Context: an optimization exercise on an open-source flow, tuned for small area. The choices shown serve that exercise and are no tape-out recipe.
At most, simulation tests tie the RTL to the original design; equivalence was not proved.
No activity file was given, so power comes from the tool's default toggle rates.

## run A
// vgacontrol
module vgacontrol(
input PCLK,
input PRESERN,
input PSEL,
input PENABLE,
output wire PREADY,
output wire PSLVERR,
input PWRITE,
input [31:0] PADDR,
input wire [31:0] PWDATA,
output reg [31:0] PRDATA,
output HS,
output VS,
output reg vga_R,
output reg vga_G,
output reg vga_B,
input SW,
input SW2,
input SW3
);
Settings: LEC_CHECK=0, CAP_MARGIN=20, CORE_MARGIN=2, CORE_UTILIZATION=60, CTS_BUF_LIST=sky130_fd_sc_hd__clkbuf_16, CTS_CLUSTER_DIAMETER=80, CTS_CLUSTER_SIZE=30, PLACE_DENSITY=0.75, SLEW_MARGIN=20; clock period 10.0 ns.
standard.sh (not shown) runs the stock make flow with config.mk's settings and CLKGATE_MAP_FILE= SYNTH_SCRIPT=/design/flow/synth_recipe.tcl, a recipe that flattens the netlist after the stock synthesis.
==> flow/flow/run.sh <==
#!/bin/bash
# Own layout flow: the standard synthesis, then an area-oriented re-mapping of its
# combinational logic (every register kept as the standard synthesis made it, checked
# equivalent by SAT with the registers cut), then the standard layout with
# single-strength port buffers.
set -euo pipefail
WORK=$PWD
FLOWDIR=$WORK/flow
R=$WORK/orfs/results/$FLOW_PLATFORM/vgacontrol/base
YOSYS=$FLOW_HOME/../tools/install/yosys/bin/yosys
LIB=$FLOW_HOME/platforms/$FLOW_PLATFORM/lib/sky130_fd_sc_hd__tt_025C_1v80.lib

# 1. standard synthesis
bash standard.sh synth > $WORK/1_standard_synth.log 2>&1
cp $R/1_2_yosys.v $WORK/1_2_yosys_standard.v

# 2. re-map the combinational logic for area with a few ABC runs; flip-flops and tie cells
#    stay as they are
DU=$(sed -n '/DONT_USE_CELLS +=/,/^$/p' $FLOW_HOME/platforms/$FLOW_PLATFORM/config.mk | grep -o 'sky130_fd_sc_hd__[a-z0-9_]*' | sed 's/^/-dont_use /' | tr '\n' ' ')
NF="&dch -f; &nf -R 1000"
remap() {  # remap NAME ABC_SCRIPT
  echo "$2" > $WORK/remap_$1.abc
  cat > $WORK/remap_$1.ys <<EOY
read_liberty -ignore_miss_func $LIB
blackbox sky130_fd_sc_hd__df* sky130_fd_sc_hd__edf* sky130_fd_sc_hd__sdf* sky130_fd_sc_hd__conb_1
read_verilog $WORK/1_2_yosys_standard.v
hierarchy -top $FLOW_TOP
flatten
opt_clean
opt -fast
abc -liberty $LIB $DU -script $WORK/remap_$1.abc
opt_clean
setundef -zero
hilomap -singleton -hicell sky130_fd_sc_hd__conb_1 HI -locell sky130_fd_sc_hd__conb_1 LO
splitnets
opt_clean -purge
insbuf -buf sky130_fd_sc_hd__buf_4 A X
tee -o $WORK/remap_$1.stat stat -liberty $LIB
write_verilog -noattr -noexpr -nohex -nodec $WORK/remap_$1.v
EOY
  $YOSYS -q -l $WORK/2_remap_$1.log -s $WORK/remap_$1.ys > /dev/null 2>&1 || return 0
  # equivalence with the standard netlist, registers cut into ports at the same names
  python3 $FLOWDIR/cut.py $WORK/1_2_yosys_standard.v $WORK/eq_gold_$1.v 2>> $WORK/2_eq_$1.log
  python3 $FLOWDIR/cut.py $WORK/remap_$1.v $WORK/eq_gate_$1.v 2>> $WORK/2_eq_$1.log
  if $YOSYS -q -l $WORK/2_eq_$1.log -p "read_liberty -ignore_miss_func $LIB; read_verilog $WORK/eq_gold_$1.v; rename $FLOW_TOP gold; read_verilog $WORK/eq_gate_$1.v; rename $FLOW_TOP gate; flatten; opt_clean; miter -equiv -flatten -make_assert gold gate miter; hierarchy -top miter; sat -verify -prove-asserts miter" > /dev/null 2>&1; then
    awk '/Chip area/ {print $NF}' $WORK/remap_$1.stat > $WORK/remap_$1.area
  fi
  rm -f $WORK/eq_gold_$1.v $WORK/eq_gate_$1.v
}
remap s0 "strash; &get -n; &deepsyn -I 1 -J 20 -S 0; $NF; $NF; &put; topo" &
remap s1 "strash; &get -n; &deepsyn -I 1 -J 20 -S 1; $NF; $NF; &put; topo" &
remap s2 "strash; &get -n; &deepsyn -I 1 -J 20 -S 2; $NF; $NF; &put; topo" &
remap s3 "strash; &get -n; &deepsyn -I 1 -J 20 -S 3; $NF; &st; &deepsyn -I 1 -J 20 -S 3; $NF; $NF; &put; topo" &
wait
BEST=""
for f in $WORK/remap_*.area; do
  [ -s "$f" ] || continue
  a=$(cat $f); n=$(basename $f .area)
  echo "$n $a" >> $WORK/2_remap_choice.log
  if [ -z "$BEST" ] || awk -v a=$a -v b=$BESTA 'BEGIN{exit !(a<b)}'; then BEST=$n; BESTA=$a; fi
done
if [ -n "$BEST" ]; then
  echo "chosen $BEST $BESTA" >> $WORK/2_remap_choice.log
  cp $WORK/$BEST.v $R/1_2_yosys.v
  touch $R/1_2_yosys.v
else
  echo "no re-mapping proved equivalent; standard netlist kept" >> $WORK/2_remap_choice.log
fi

# 3. the standard layout from the chosen netlist, port buffers of the smallest size and
#    a clock tree without dummy balancing loads
export BUFFER_PORTS_ARGS="-buffer_cell sky130_fd_sc_hd__buf_1"
export CTS_ARGS="-sink_clustering_enable -repair_clock_nets -sink_clustering_size ${CTS_SIZE:-30} -sink_clustering_max_diameter ${CTS_DIAM:-80} -buf_list {sky130_fd_sc_hd__clkbuf_8 sky130_fd_sc_hd__clkbuf_16} -root_buf sky130_fd_sc_hd__clkbuf_8 -dont_use_dummy_load"
bash standard.sh > $WORK/3_standard_layout.log 2>&1
Other scripts of this flow, unchanged in this note and not shown: flow/flow/cut.py
Run A finished every step from synthesis to the final layout, and the layout passed the timing, DRC and antenna checks.
Modified inputs, run B compared to run A
-- flow/flow/run.sh --
<<< run A, line 73
export CTS_ARGS="-sink_clustering_enable -repair_clock_nets -sink_clustering_size ${CTS_SIZE:-30} -sink_clustering_max_diameter ${CTS_DIAM:-80} -buf_list {sky130_fd_sc_hd__clkbuf_8 sky130_fd_sc_hd__clkbuf_16} -root_buf sky130_fd_sc_hd__clkbuf_8 -dont_use_dummy_load"
>>> run B, line 73
export REMOVE_ABC_BUFFERS=1
export CTS_ARGS="-sink_clustering_enable -repair_clock_nets -sink_clustering_size ${CTS_SIZE:-30} -sink_clustering_max_diameter ${CTS_DIAM:-80} -buf_list sky130_fd_sc_hd__clkbuf_16 -dont_use_dummy_load"
-- flow/config.mk --
<<< run A, line 14
>>> run B, line 14
export GPL_TIMING_DRIVEN = 0
Results
- Run B and run A ended up with roughly the same met2 capacity usage during global routing.
- Re core area: no difference whatsoever between run B and run A.
- Run B ended up with a higher maximum frequency than run A did.
- Run B vs. run A: combinational power climbed 5.6%; max-slew violation count flat; setup slack now sits higher; setup slack of the most critical reg-to-reg path lower.
- Sequential share of layout area in run B is 1.2 points below run A.
### run B -> run C
-- flow/flow/run.sh --
<<< run B, line 73
export REMOVE_ABC_BUFFERS=1
export CTS_ARGS="-sink_clustering_enable -repair_clock_nets -sink_clustering_size ${CTS_SIZE:-30} -sink_clustering_max_diameter ${CTS_DIAM:-80} -buf_list sky130_fd_sc_hd__clkbuf_16 -dont_use_dummy_load"
>>> run C, line 73
export CTS_ARGS="-sink_clustering_enable -repair_clock_nets -sink_clustering_size ${CTS_SIZE:-30} -sink_clustering_max_diameter ${CTS_DIAM:-120} -buf_list sky130_fd_sc_hd__clkbuf_16 -dont_use_dummy_load"
-- flow/config.mk --
<<< run B, line 14
export GPL_TIMING_DRIVEN = 0
>>> run C, line 14
Findings:
Looking at clock input transition at the sequential cells of the worst setup and hold paths, run C sits 30 ps above run B. Wire length on met1 (higher): run B. For the layout-stage area growth over the synthesis result, run C came in 2.7 points lower than run B did. Compared with run B, in run C wire length after detailed routing went down; clock period minus final worst setup slack went up. Run C ended up with sky130_fd_sc_hd__buf_4 as its slowest cell on the critical path; run B ended up with sky130_fd_sc_hd__or3_1. Leftover overflow at the end of global routing: run C vs run B identical. Of run C and run B, run B shows the higher clock group share of total power, with run C below it. [run C vs run B] relative area of non-clock buffer cells in the final design: lower in run C.
## Diff of input files: run D against run C
-- flow/flow/run.sh --
<<< run C, line 53
remap s3 "strash; &get -n; &deepsyn -I 1 -J 20 -S 3; $NF; &st; &deepsyn -I 1 -J 20 -S 3; $NF; $NF; &put; topo" &
>>> run D, line 53
remap s3 "strash; &get -n; &deepsyn -I 1 -J 40 -S 0; $NF; $NF; $NF; &put; topo" &
wait
remap s4 "strash; &get -n; &deepsyn -I 1 -J 20 -S 4; $NF; $NF; &put; topo" &
remap s5 "strash; &get -n; &deepsyn -I 1 -J 20 -S 5; $NF; $NF; &put; topo" &
remap s6 "strash; &get -n; &deepsyn -T 90 -S 0; $NF; $NF; &put; topo" &
remap s7 "strash; &get -n; &deepsyn -I 1 -J 20 -S 3; $NF; &st; &deepsyn -I 1 -J 20 -S 3; $NF; $NF; &put; topo" &
-- flow/config.mk --
<<< run C, line 8
export CAP_MARGIN = 20
>>> run D, line 8
export CAP_MARGIN = 0
<<< run C, line 12
export CTS_CLUSTER_DIAMETER = 80
>>> run D, line 12
export CTS_CLUSTER_DIAMETER = 120
<<< run C, line 15
export SLEW_MARGIN = 20
>>> run D, line 15
export SLEW_MARGIN = 0
## What came out
- Looking at the reports, run D completed the entire flow and the layout it produced met the timing, DRC and antenna checks.
- Total power of run C is on par with run D.
- Run D and run C ended up with roughly the same portion of total power attributed to combinational logic.
- Min number of instances in the placed design across run D and run C: run D
- Looking at layout inverter count without the clock tree across run D and run C, the one that comes out lower is run C.
- For the area of the mapped netlist, run D came in 79 µm² lower than run C did.
- Via count essentially unchanged between run C and run D.
- Buffering stage count on the worst path with inverters included: run D vs run C down 1
- Minimum clock period after layout in run D vs run C: up 240 ps
- Run D reports a higher global-route wire length before repair than run C does.
- On via count of the first global-routing pass, run D and run C are basically level.
- The die of run D is smaller than the one used in run C.
The inputs of run E differ from those of run D as listed below.
-- flow/flow/run.sh --
<<< run D, line 53
remap s3 "strash; &get -n; &deepsyn -I 1 -J 40 -S 0; $NF; $NF; $NF; &put; topo" &
wait
remap s4 "strash; &get -n; &deepsyn -I 1 -J 20 -S 4; $NF; $NF; &put; topo" &
remap s5 "strash; &get -n; &deepsyn -I 1 -J 20 -S 5; $NF; $NF; &put; topo" &
remap s6 "strash; &get -n; &deepsyn -T 90 -S 0; $NF; $NF; &put; topo" &
remap s7 "strash; &get -n; &deepsyn -I 1 -J 20 -S 3; $NF; &st; &deepsyn -I 1 -J 20 -S 3; $NF; $NF; &put; topo" &
>>> run E, line 53
remap s3 "strash; &get -n; &deepsyn -I 1 -J 20 -S 3; $NF; &st; &deepsyn -I 1 -J 20 -S 3; $NF; $NF; &put; topo" &
<<< run D, line 78
export CTS_ARGS="-sink_clustering_enable -repair_clock_nets -sink_clustering_size ${CTS_SIZE:-30} -sink_clustering_max_diameter ${CTS_DIAM:-120} -buf_list sky130_fd_sc_hd__clkbuf_16 -dont_use_dummy_load"
>>> run E, line 73
export CTS_ARGS="-sink_clustering_enable -repair_clock_nets -sink_clustering_size ${CTS_SIZE:-30} -sink_clustering_max_diameter ${CTS_DIAM:-80} -buf_list sky130_fd_sc_hd__clkbuf_16 -dont_use_dummy_load"
-- flow/config.mk --
<<< run D, line 8
export CAP_MARGIN = 0
>>> run E, line 8
export CAP_MARGIN = 20
<<< run D, line 12
export CTS_CLUSTER_DIAMETER = 120
>>> run E, line 12
export CTS_CLUSTER_DIAMETER = 80
<<< run D, line 15
export SLEW_MARGIN = 0
>>> run E, line 15
export SLEW_MARGIN = 20
==> summary.txt <==
- Run E: all stages complete, timing, DRC and antenna checks passed
- Run D finished all stages; the layout is clean.
- On worst reg-to-reg setup slack, run D and run E are neck and neck.
- On total number of vias, run D and run E are basically level.
- Synthesized cell area deteriorates in run E relative to run D.
- The die used by run E is larger than the one used by run D.
## Diff of input files: run F against run E
-- flow/flow/run.sh --
<<< run E, line 73
export CTS_ARGS="-sink_clustering_enable -repair_clock_nets -sink_clustering_size ${CTS_SIZE:-30} -sink_clustering_max_diameter ${CTS_DIAM:-80} -buf_list sky130_fd_sc_hd__clkbuf_16 -dont_use_dummy_load"
>>> run F, line 73
export CTS_ARGS="-sink_clustering_enable -repair_clock_nets -sink_clustering_size ${CTS_SIZE:-36} -sink_clustering_max_diameter ${CTS_DIAM:-60} -buf_list sky130_fd_sc_hd__clkbuf_16 -dont_use_dummy_load"
Notes after the runs:
Run F -> run E: largest clock skew in the final design flat
Endpoint required time on the critical path delta (run E -> run F): insignificant
Looking at run E and run F, the portion of total power attributed to combinational logic is a wash.
Taking run E as the reference, in run F clock buffer count now larger, utilization grew by 0.54 points.
Run F reached the end of the flow, and the finished layout is clean on the timing, DRC and antenna checks.
From run E to run F, cell count after placement did not move at all.
The worst relative slew slack of run E and that of run F are within noise of each other.

vgacontrol, a different RTL version from the one above (not shown whole).
For scale: ~890 cells after synthesis, roughly 110 I/O pins.
Settings: LEC_CHECK=0, CAP_MARGIN=20, CORE_MARGIN=2, CORE_UTILIZATION=60, CTS_BUF_LIST=sky130_fd_sc_hd__clkbuf_16, CTS_CLUSTER_DIAMETER=120, CTS_CLUSTER_SIZE=30, PLACE_DENSITY=0.75, SLEW_MARGIN=20; clock period 10.0 ns.
==> flow/flow/run.sh <==
#!/bin/bash
# Own layout flow: the standard synthesis, then an area-oriented re-mapping of its
# combinational logic (every register kept as the standard synthesis made it, checked
# equivalent by SAT with the registers cut), then the standard layout with
# single-strength port buffers.
set -euo pipefail
WORK=$PWD
FLOWDIR=$WORK/flow
R=$WORK/orfs/results/$FLOW_PLATFORM/vgacontrol/base
YOSYS=$FLOW_HOME/../tools/install/yosys/bin/yosys
LIB=$FLOW_HOME/platforms/$FLOW_PLATFORM/lib/sky130_fd_sc_hd__tt_025C_1v80.lib

# 1. standard synthesis
bash standard.sh synth > $WORK/1_standard_synth.log 2>&1
cp $R/1_2_yosys.v $WORK/1_2_yosys_standard.v

# 2. re-map the combinational logic for area with a few ABC runs; flip-flops and tie cells
#    stay as they are
DU=$(sed -n '/DONT_USE_CELLS +=/,/^$/p' $FLOW_HOME/platforms/$FLOW_PLATFORM/config.mk | grep -o 'sky130_fd_sc_hd__[a-z0-9_]*' | sed 's/^/-dont_use /' | tr '\n' ' ')
NF="&dch -f; &nf -R 1000"
remap() {  # remap NAME ABC_SCRIPT
  echo "$2" > $WORK/remap_$1.abc
  cat > $WORK/remap_$1.ys <<EOY
read_liberty -ignore_miss_func $LIB
blackbox sky130_fd_sc_hd__df* sky130_fd_sc_hd__edf* sky130_fd_sc_hd__sdf* sky130_fd_sc_hd__conb_1
read_verilog $WORK/1_2_yosys_standard.v
hierarchy -top $FLOW_TOP
flatten
opt_clean
opt -fast
abc -liberty $LIB $DU -script $WORK/remap_$1.abc
opt_clean
setundef -zero
hilomap -singleton -hicell sky130_fd_sc_hd__conb_1 HI -locell sky130_fd_sc_hd__conb_1 LO
splitnets
opt_clean -purge
insbuf -buf sky130_fd_sc_hd__buf_4 A X
tee -o $WORK/remap_$1.stat stat -liberty $LIB
write_verilog -noattr -noexpr -nohex -nodec $WORK/remap_$1.v
EOY
  $YOSYS -q -l $WORK/2_remap_$1.log -s $WORK/remap_$1.ys > /dev/null 2>&1 || return 0
  # equivalence with the standard netlist, registers cut into ports at the same names
  python3 $FLOWDIR/cut.py $WORK/1_2_yosys_standard.v $WORK/eq_gold_$1.v 2>> $WORK/2_eq_$1.log
  python3 $FLOWDIR/cut.py $WORK/remap_$1.v $WORK/eq_gate_$1.v 2>> $WORK/2_eq_$1.log
  if $YOSYS -q -l $WORK/2_eq_$1.log -p "read_liberty -ignore_miss_func $LIB; read_verilog $WORK/eq_gold_$1.v; rename $FLOW_TOP gold; read_verilog $WORK/eq_gate_$1.v; rename $FLOW_TOP gate; flatten; opt_clean; miter -equiv -flatten -make_assert gold gate miter; hierarchy -top miter; sat -verify -prove-asserts miter" > /dev/null 2>&1; then
    awk '/Chip area/ {print $NF}' $WORK/remap_$1.stat > $WORK/remap_$1.area
  fi
  rm -f $WORK/eq_gold_$1.v $WORK/eq_gate_$1.v
}
remap s0 "strash; &get -n; &deepsyn -I 1 -J 20 -S 0; $NF; $NF; &put; topo" &
remap s1 "strash; &get -n; &deepsyn -I 1 -J 20 -S 1; $NF; $NF; &put; topo" &
remap s2 "strash; &get -n; &deepsyn -I 1 -J 20 -S 2; $NF; $NF; &put; topo" &
remap s3 "strash; &get -n; &deepsyn -I 1 -J 40 -S 0; $NF; $NF; $NF; &put; topo" &
wait
remap s4 "strash; &get -n; &deepsyn -I 1 -J 20 -S 4; $NF; $NF; &put; topo" &
remap s5 "strash; &get -n; &deepsyn -I 1 -J 20 -S 5; $NF; $NF; &put; topo" &
remap s6 "strash; &get -n; &deepsyn -T 90 -S 0; $NF; $NF; &put; topo" &
remap s7 "strash; &get -n; &deepsyn -I 1 -J 20 -S 3; $NF; &st; &deepsyn -I 1 -J 20 -S 3; $NF; $NF; &put; topo" &
wait
BEST=""
for f in $WORK/remap_*.area; do
  [ -s "$f" ] || continue
  a=$(cat $f); n=$(basename $f .area)
  echo "$n $a" >> $WORK/2_remap_choice.log
  if [ -z "$BEST" ] || awk -v a=$a -v b=$BESTA 'BEGIN{exit !(a<b)}'; then BEST=$n; BESTA=$a; fi
done
if [ -n "$BEST" ]; then
  echo "chosen $BEST $BESTA" >> $WORK/2_remap_choice.log
  cp $WORK/$BEST.v $R/1_2_yosys.v
  touch $R/1_2_yosys.v
else
  echo "no re-mapping proved equivalent; standard netlist kept" >> $WORK/2_remap_choice.log
fi

# 3. the standard layout from the chosen netlist, port buffers of the smallest size and
#    a clock tree without dummy balancing loads
export BUFFER_PORTS_ARGS="-buffer_cell sky130_fd_sc_hd__buf_1"
export CTS_ARGS="-sink_clustering_enable -repair_clock_nets -sink_clustering_size ${CTS_SIZE:-30} -sink_clustering_max_diameter ${CTS_DIAM:-120} -buf_list {sky130_fd_sc_hd__clkbuf_4 sky130_fd_sc_hd__clkbuf_16} -root_buf sky130_fd_sc_hd__clkbuf_4 -dont_use_dummy_load"
bash standard.sh > $WORK/3_standard_layout.log 2>&1
Other scripts of this flow, unchanged in this note and not shown: flow/flow/cut.py
Edit:
--- a/flow/flow/run.sh
+++ b/flow/flow/run.sh
@@ -77,3 +77,3 @@
 export BUFFER_PORTS_ARGS="-buffer_cell sky130_fd_sc_hd__buf_1"
-export CTS_ARGS="-sink_clustering_enable -repair_clock_nets -sink_clustering_size ${CTS_SIZE:-30} -sink_clustering_max_diameter ${CTS_DIAM:-120} -buf_list {sky130_fd_sc_hd__clkbuf_4 sky130_fd_sc_hd__clkbuf_16} -root_buf sky130_fd_sc_hd__clkbuf_4 -dont_use_dummy_load"
+export CTS_ARGS="-sink_clustering_enable -repair_clock_nets -sink_clustering_size ${CTS_SIZE:-30} -sink_clustering_max_diameter ${CTS_DIAM:-120} -buf_list {sky130_fd_sc_hd__clkbuf_8 sky130_fd_sc_hd__clkbuf_16} -root_buf sky130_fd_sc_hd__clkbuf_8 -dont_use_dummy_load"
 bash standard.sh > $WORK/3_standard_layout.log 2>&1
The new run went through all stages and came out clean.
Utilization goes up by 0.14 points.
Fmax goes down by about 1.8%.
Non-clock buffer count is unchanged.
Global-route usage stays the same.
Clock power goes up by about 4%.
Design area is about the same.
Sequential power barely changes.
Total power goes up by 1.1%.
Worst hold slack is about the same.
Wire length hardly moves.
Area after synthesis is unchanged.
No run of this note included a check of the RTL's function; only the layout flow was run.

==> afterwards: timing with drivers on the ports <==
No port has a modelled driver above. Below, the same layouts with a new extraction and two added sets of constraints.
Step 1 sets driving cells, clkbuf_16 on the clock port and buf_2 on the other inputs (assumed; they add their load-dependent delay and slew).
Step 2 also shifts input and output timing later by t, the mid clock arrival at the registers, as if the neighbouring blocks saw the same clock.
Slacks: no drivers / after step 1 / after step 2; pairs: no drivers / after step 1.
run	t, ns	setup WS [ns]	worst setup path at the end	worst slew at a driven data input, ns
run A	0.528	3.455 / 3.471 / 2.944	input to register	0.06
run B	0.498	3.729 / 3.753 / 3.255	input to register	0.06
run C	0.485	3.480 / 3.504 / 3.019	input to register	0.06
run D	0.482	3.235 / 3.254 / 2.773	input to register	0.06
run E	0.502	3.478 / 3.502 / 3.000	input to register	0.06
run F	0.510	3.432 / 3.455 / 2.945	input to register	0.06
the first run of note 2	0.578	3.415 / 3.406 / 2.828	input to register	0.06
the second run of note 2	0.499	3.297 / 3.287 / 2.787	input to register	0.05
After both steps setup and hold are still met in every run listed. The setup slack of the first run of note 2, which loses most, moves by -0.009 ns with the drivers and by -0.587 ns with both steps.
